This design comes from an exercise in tuning for small area and a short achievable clock period on the open sky130 flow, not from production work. Where RTL was checked, it was by simulation tests only, not by an equivalence proof against the original. Power is estimated from default activity; no workload was simulated.

epsilon:
==> module div_signed, before the edit <==
module div_signed(clock, clken, numer, denom, quotient, remain);
   input clock;
   input clken;
   input [31:0] numer;
   input [31:0] denom;
   output [31:0] quotient;
   output [31:0] remain;
   reg [31:0] quotient;
   reg [31:0] remain;
   function [32:0] ks_carry;
      input [31:0] gi;
      input [31:0] pi;
      reg [32:0] g, p;
      integer i, k;
      begin
         g = {gi, 1'b1};
         p = {pi, 1'b1};
         for (k = 1; k < 33; k = k * 2)
           for (i = 32; i >= 0; i = i - 1)
             if ((i / k) % 2 == 1) begin
                g[i] = g[i] | (p[i] & g[(i / k) * k - 1]);
                p[i] = p[i] & p[(i / k) * k - 1];
             end
         ks_carry = g;
      end
   endfunction
   reg [31:0] n0;
   reg [31:0] d0;
   always @(posedge clock)
     if (clken) begin
        n0 <= numer;
        d0 <= denom;
     end
   wire [31:0] an = n0[31] ? (~n0 + 32'd1) : n0;
   wire [31:0] ad = d0[31] ? (~d0 + 32'd1) : d0;
   wire        nmin = n0 == 32'h80000000;
   wire        dz   = d0 == 32'd0;
   wire        d1s  = (d0 == 32'd1) | (d0 == 32'hffffffff);
   wire        g1   = dz | (d1s & nmin);
   reg [31:0]  d1;
   reg [0:0]   r1;
   reg [31:0]  nq1;    
   reg         sn1;    
   reg         sq1;    
   always @(posedge clock)
     if (clken) begin
        d1  <= ad;
        r1  <= nmin & ~d1s;
        nq1 <= {an[30:0], g1};
        sn1 <= n0[31];
        sq1 <= n0[31] ^ d0[31];
     end
   genvar j;
   generate
      for (j = 2; j <= 31; j = j + 1) begin : st
         wire [31:0]  dp;
         wire [j-2:0] rp;
         wire [31:0]  nqp;
         wire         snp, sqp;
         if (j == 2) begin : from1
            assign dp = d1;
            assign rp = r1;
            assign nqp = nq1;
            assign snp = sn1;
            assign sqp = sq1;
         end else begin : fromj
            assign dp = st[j-1].d;
            assign rp = st[j-1].r;
            assign nqp = st[j-1].nq;
            assign snp = st[j-1].sn;
            assign sqp = st[j-1].sq;
         end
         wire [j-1:0] rr = {rp, nqp[31]};
         wire [j:0]   df;
         wire [j:0]   cy;
         assign df[j-1:0] = ~(rr ^ dp[j-1:0] ^ cy[j-1:0]);
         assign df[j] = ~cy[j];
         assign cy = ks_carry(rr & ~dp[j-1:0], rr | ~dp[j-1:0]);
         wire         g  = ~|dp[31:j] & cy[j];
         reg [31:0]  d;
         reg [j-1:0] r;
         reg [31:0]  nq;
         reg         sn, sq;
         wire [j-1:0] rn = ({j{clken & g}} & df[j-1:0]) |
                           ({j{clken & ~g}} & rr) |
                           ({j{~clken}} & r);
         always @(posedge clock)
           r <= rn;
         always @(posedge clock)
           if (clken) begin
              d  <= dp;
              nq <= {nqp[30:0], g};
              sn <= snp;
              sq <= sqp;
           end
      end
   endgenerate
   wire [31:0] dl  = st[31].d;
   wire [31:0] rl  = {st[31].r, st[31].nq[31]};
   wire [30:0] ql  = st[31].nq[30:0];
   wire [32:0] cdf = ks_carry(rl & ~dl, rl | ~dl);    
   wire [32:0] cnd = ks_carry(dl & ~rl, dl | ~rl);    
   wire [32:0] cnr = ks_carry(32'd0, ~rl);            
   wire [32:0] cnq = ks_carry(32'd0, {1'b0, ~ql});    
   wire [32:0] dfl = {~cdf[32], ~(rl ^ dl) ^ cdf[31:0]};
   wire        gl  = cdf[32];
   wire [31:0] ndf = ~(dl ^ rl) ^ cnd[31:0];          
   wire [31:0] nrl = ~rl ^ cnr[31:0];                 
   wire [30:0] nql = ~ql ^ cnq[30:0];                 
   always @(posedge clock)
     if (clken) begin
        remain <= st[31].sn ? (gl ? ndf : nrl) : (gl ? dfl[31:0] : rl);
        quotient <= st[31].sq ? (gl ? {~ql, 1'b1} : {nql, 1'b0}) : {ql, gl};
     end
endmodule
clock: 5.5 ns
lec_check: 0
cap_margin: 20
core_margin: 2
core_utilization: 40
cts_buf_list: sky130_fd_sc_hd__clkbuf_8
cts_cluster_size: 30
setup_slack_margin: 2.6
slew_margin: 20
standard.sh (not shown) runs the stock make flow with config.mk's settings and CLKGATE_MAP_FILE= SYNTH_SCRIPT=/design/flow/synth_recipe.tcl, a recipe that flattens the netlist after the stock synthesis.
==> flow/flow/run.sh <==
#!/bin/bash
# Own layout flow: the standard flow (standard.sh), with one change in
# synthesis: the combinational logic is mapped by ABC with a delay-driven
# script (flow/abc_map.script) instead of ORFS's default speed script, and no
# half/full adder cells are extracted before ABC, so that ABC sees the whole
# adder logic.  Registers are mapped exactly as in the standard synthesis.
set -euo pipefail
here=$(pwd)
flowdir=$(cd "$(dirname "${BASH_SOURCE[0]}")" && pwd)

# a copy of ORFS's scripts with the ABC script replaced
rm -rf "$here/scripts"
cp -r "$FLOW_HOME/scripts" "$here/scripts"
cp "$flowdir/abc_map.script" "$here/scripts/abc_speed.script"

# standard.sh with the changed scripts folder and no adder-cell map
sed -e "s|^make -C \(.*\) DESIGN_CONFIG=|make -C \1 SCRIPTS_DIR=$here/scripts ADDER_MAP_FILE= DESIGN_CONFIG=|" \
    "$here/standard.sh" > "$here/own_standard.sh"
grep -q "SCRIPTS_DIR=$here/scripts" "$here/own_standard.sh"

bash "$here/own_standard.sh" > "$here/make.log" 2>&1
==> flow/flow/abc_map.script <==
strash
dch
map -D 1500
buffer -c
topo
stime -c
upsize -c
dnsize -c
Edits applied to the flow inputs when going from epsilon to delta:
-- flow/design.v --
<<< epsilon, line 100
   wire [31:0] rl  = {st[31].r, st[31].nq[31]};
   wire [30:0] ql  = st[31].nq[30:0];
   wire [32:0] cdf = ks_carry(rl & ~dl, rl | ~dl);    
   wire [32:0] cnd = ks_carry(dl & ~rl, dl | ~rl);    
   wire [32:0] cnr = ks_carry(32'd0, ~rl);            
   wire [32:0] cnq = ks_carry(32'd0, {1'b0, ~ql});    
   wire [32:0] dfl = {~cdf[32], ~(rl ^ dl) ^ cdf[31:0]};
   wire        gl  = cdf[32];
   wire [31:0] ndf = ~(dl ^ rl) ^ cnd[31:0];          
   wire [31:0] nrl = ~rl ^ cnr[31:0];                 
   wire [30:0] nql = ~ql ^ cnq[30:0];                 
   always @(posedge clock)
     if (clken) begin
>>> delta, line 100
   wire [31:0] rl  = {st[31].r, st[31].nq[31]};
   wire [30:0] ql  = st[31].nq[30:0];
   wire [32:0] dfl = {1'b0, rl} - {1'b0, dl};
   wire        gl  = ~dfl[32];
   wire [31:0] ndf = dl - rl;           
   wire [31:0] nrl = ~rl + 32'd1;       
   wire [30:0] nql = ~ql + 31'd1;       
   always @(posedge clock)
     if (clken) begin
==> comparison <==
The flow did not stop early for delta: all stages ran, and the layout cleared the timing, DRC and antenna checks. Clock power ends up higher on delta. Comparing epsilon and delta, the higher half-perimeter wire length after placement was measured on delta. Diff epsilon -> delta | switching power share of the total | increase of 0.57 points. Between delta and epsilon, the xor-xnor portion of the synthesized cell area does not differ in any meaningful way. The final reports for delta and epsilon show logic gate share of total power higher in the former. Against epsilon, delta comes in 4 lower on cell depth of the worst setup path. The TritonCTS buffer count number comes out higher for delta vs epsilon. delta — fraction of area in multi-input gates 0.26 points higher, epsilon as reference. Summary — via count of the first global-routing pass, delta relative to epsilon: higher, by about 0.9%. Sum of internal, switching and leakage power delta (delta − epsilon): unfavourable. delta vs epsilon: routed wire length up. Diff epsilon and delta: clock latency on the worst-skew pair lower in delta. Summary — mean number of vias per cell, delta relative to epsilon: higher, by 2.1%. Post-layout minimum cycle time ends up higher on delta.
The RTL of delta was laid out without a check of its function.

re-timing with driven ports:
No port has a modelled driver above. Below, the same layouts with a new extraction and two added sets of constraints.
Step 1: set_driving_cell puts a clkbuf_16 on clock and a buf_2 on each other input, an assumption about the parent block.
Step 2, shift: input delay + t, output delay - t, t = (earliest + latest rising clock arrival at the registers) / 2. This alone moves slack from input paths to output paths.
Three values: ideal, step 1, step 2; two values: the first two.
run	t, ns	slack for setup (ns)	slew at the worst register clock pin (ns)	worst data-port slew with drivers (ns)	cell pins on the clock port's net
epsilon	1.066	2.629 / 2.629 / 1.957	0.08 / 0.08	0.10	1
delta	1.064	2.597 / 2.597 / 1.967	0.08 / 0.08	0.08	1
After both steps every run listed still meets setup and hold. For epsilon, which loses most, drivers alone change the setup slack by 0.000 ns; drivers and shift together by -0.672 ns.
